Context: an optimization exercise on an open-source flow, tuned for small area, a short achievable clock period and few clock cycles. The choices shown serve that exercise and are no tape-out recipe.
Only simulation tests tie the RTL to the original design; equivalence was not proved.
No activity file was given, so power comes from the tool's default toggle rates.

## nb_tx_top
module nb_tx_top #(parameter TBS = 16 , parameter G = 132, parameter Qm = 2, parameter rv_indx = 0)
    (
        output logic                  e_k,
        output logic                  RM_Valid,
        input logic                   i_data_crc,
        input logic                   i_clk_crc,
                                      i_rst_crc
    );
    logic [3:0]  ra, ra_q;
    logic [3:0]  rb, rb_q;
    logic [8:0]  hi, hi_q;
    logic [15:0] d;
    logic [16:0] m, mq;
    logic        din, load, e_en, enq, v_nxt;
    assign din = i_data_crc;
    assign ra = {ra_q[3:1], ~ra_q[0]};
    assign rb = {rb_q[3:1], ~rb_q[0]};
    assign hi = {hi_q[8:1], ~hi_q[0]};
    always_ff @(posedge i_clk_crc, negedge i_rst_crc)
        if (!i_rst_crc) begin
            ra_q <= 4'd0;
            rb_q <= 4'd0;
            hi_q <= 9'd0;
        end else begin
            ra_q <= {ra[2:0], ~ra[3]};
            if (ra[3]) rb_q <= {rb[2:0], ~rb[3]};
            if (ra[3] & rb[3]) hi_q <= {hi[7:0], 1'b1};
        end
    always_ff @(posedge i_clk_crc)
        d <= {d[14:0], load ? din : d[15]};
    always_ff @(posedge i_clk_crc)
        mq <= m;
    always_ff @(posedge i_clk_crc, negedge i_rst_crc)
        if (!i_rst_crc) RM_Valid <= 1'b0;
        else RM_Valid <= v_nxt;
    always_ff @(posedge i_clk_crc, negedge i_rst_crc)
        if (!i_rst_crc) enq <= 1'b0;
        else enq <= e_en;
    always_ff @(posedge i_clk_crc, negedge i_rst_crc)
        if (!i_rst_crc) e_k <= 1'b0;
        else if (enq) e_k <= ^({din, d} & mq);
    assign load = hi[0];
    assign v_nxt = (hi[0] & ((ra[1] & rb[2]) | (ra[2] & rb[2]) | (ra[3] & rb[2]) | (ra[0] & rb[3]) | (ra[1] & rb[3]) | (ra[2] & rb[3]) | (ra[3] & rb[3])))
        | hi[1]
        | hi[2]
        | hi[3]
        | hi[4]
        | hi[5]
        | hi[6]
        | hi[7]
  ...
Settings: LEC_CHECK=0, ABC_AREA=1, CAP_MARGIN=20, CORE_MARGIN=2, CORE_UTILIZATION=30, CTS_BUF_LIST=sky130_fd_sc_hd__clkbuf_8, PLACE_DENSITY=0.5, SETUP_SLACK_MARGIN=4.8, SLEW_MARGIN=20; clock period 7.0 ns.
standard.sh (not shown) runs the stock make flow with config.mk's settings and CLKGATE_MAP_FILE= SYNTH_SCRIPT=/design/flow/synth_recipe.tcl, a recipe that flattens the netlist after the stock synthesis.
==> flow/flow/run.sh <==
#!/bin/bash
set -euo pipefail
rm -rf myscripts
cp -r "$FLOW_HOME/scripts" myscripts
cp flow/abc_area.script myscripts/abc_area.script
bash standard.sh SCRIPTS_DIR="$PWD/myscripts" finish > make_finish.log 2>&1
==> flow/flow/abc_area.script <==
strash
&get -n
&deepsyn -J 200
&put
dch -f
map -a
strash
dch -f
map -a
topo
The baseline completed with no timing, DRC or antenna violations.
Testbench counts at the start, summed over its fixed seeds: cycles 13,920.
Change:
SETUP_SLACK_MARGIN = 4.9   (was 4.8)
What happened: Cell count goes up by 1.6%. Non-clock buffer count rose by 9. Die area is unchanged. Clock power hardly moves. Utilization grows by 1.5 points. Total power climbs by 0.52%. First-iteration DRC count drops by 3.4%. Synthesized area is unchanged.
Change:
==> flow/flow/abc_area.script (replaced) <==
strash
&get -n
&fraig -x
&dc2
&put
dch -f
map -a
strash
dch -f
map -a
strash
dch -f
map -a
topo
CTS_BUF_LIST = sky130_fd_sc_hd__clkbuf_16   (was sky130_fd_sc_hd__clkbuf_8)
SETUP_SLACK_MARGIN = 4.8   (was 4.9)
The changed run completed without violations.
Wire length rises by 2.5%.
Global-route usage rises by 0.65 points.
Cell count falls by about 2%.
Clock skew falls by 0.016 ns.
Hold slack stays flat.
Clock-buffer cell count is unchanged.
Change:
SETUP_SLACK_MARGIN = 5   (was 4.8)
=> Routed wire length rose by a few percent; power barely changes; register-to-register slack gets better by 0.21 ns; final area rose by roughly a tenth; count of clock-buffer cells in the layout does not change; non-clock buffer count rose by 14; global-route usage is about the same; first-iteration DRC count fell slightly; synthesized area is unchanged; clock power stays flat; die area does not change.
Change:
SETUP_SLACK_MARGIN = 4.9   (was 5)
Result: The new run completed without violations; via count came out lower by 2.2%; sequential power hardly moves; routed wire length came out lower by 2.1%; design area came out lower by about 6%; first-iteration DRC count came out lower by about 13%; total power stays flat.

re-timing with driven ports:
The results above use ideal ports. As a check the final layouts listed here were re-extracted and re-timed, cells and wires unchanged.
Step 1 (the two cells are an assumption about what drives the block):
set clk [get_ports {i_clk_crc}]
set_driving_cell -lib_cell sky130_fd_sc_hd__clkbuf_16 $clk
set_driving_cell -lib_cell sky130_fd_sc_hd__buf_2 [delete_from_list [all_inputs] $clk]
Step 2 adds t to the input delays and takes it off the output delays; t is the mean of the earliest and latest rising clock arrival at the registers after step 1. Input paths then give back, and output paths get back, about the clock's delay inside the block.
Three values: no drivers, after step 1, after step 2; two values: the first two.
run | t (ns) | setup slack, ns | worst hold slack (ns) | latest minus earliest clock arrival (ns) | pins driven straight from the clock port
the first run | 0.353 | 4.768 / 4.734 / 4.575 | 0.350 / 0.350 / 0.350 | 0.019 / 0.019 | 1
the second run | 0.357 | 4.757 / 4.720 / 4.631 | 0.352 / 0.352 / 0.352 | 0.020 / 0.020 | 1
the third run | 0.334 | 4.727 / 4.727 / 4.439 | 0.354 / 0.354 / 0.354 | 0.005 / 0.004 | 1
the fourth run | 0.336 | 4.796 / 4.753 / 4.456 | 0.353 / 0.353 / 0.353 | 0.006 / 0.005 | 1
the fifth run | 0.336 | 4.778 / 4.754 / 4.435 | 0.353 / 0.353 / 0.353 | 0.006 / 0.005 | 1
After both steps every run listed still meets setup and hold. The setup slack of the fifth run, which loses most, moves by -0.024 ns with the drivers and by -0.343 ns with both steps.
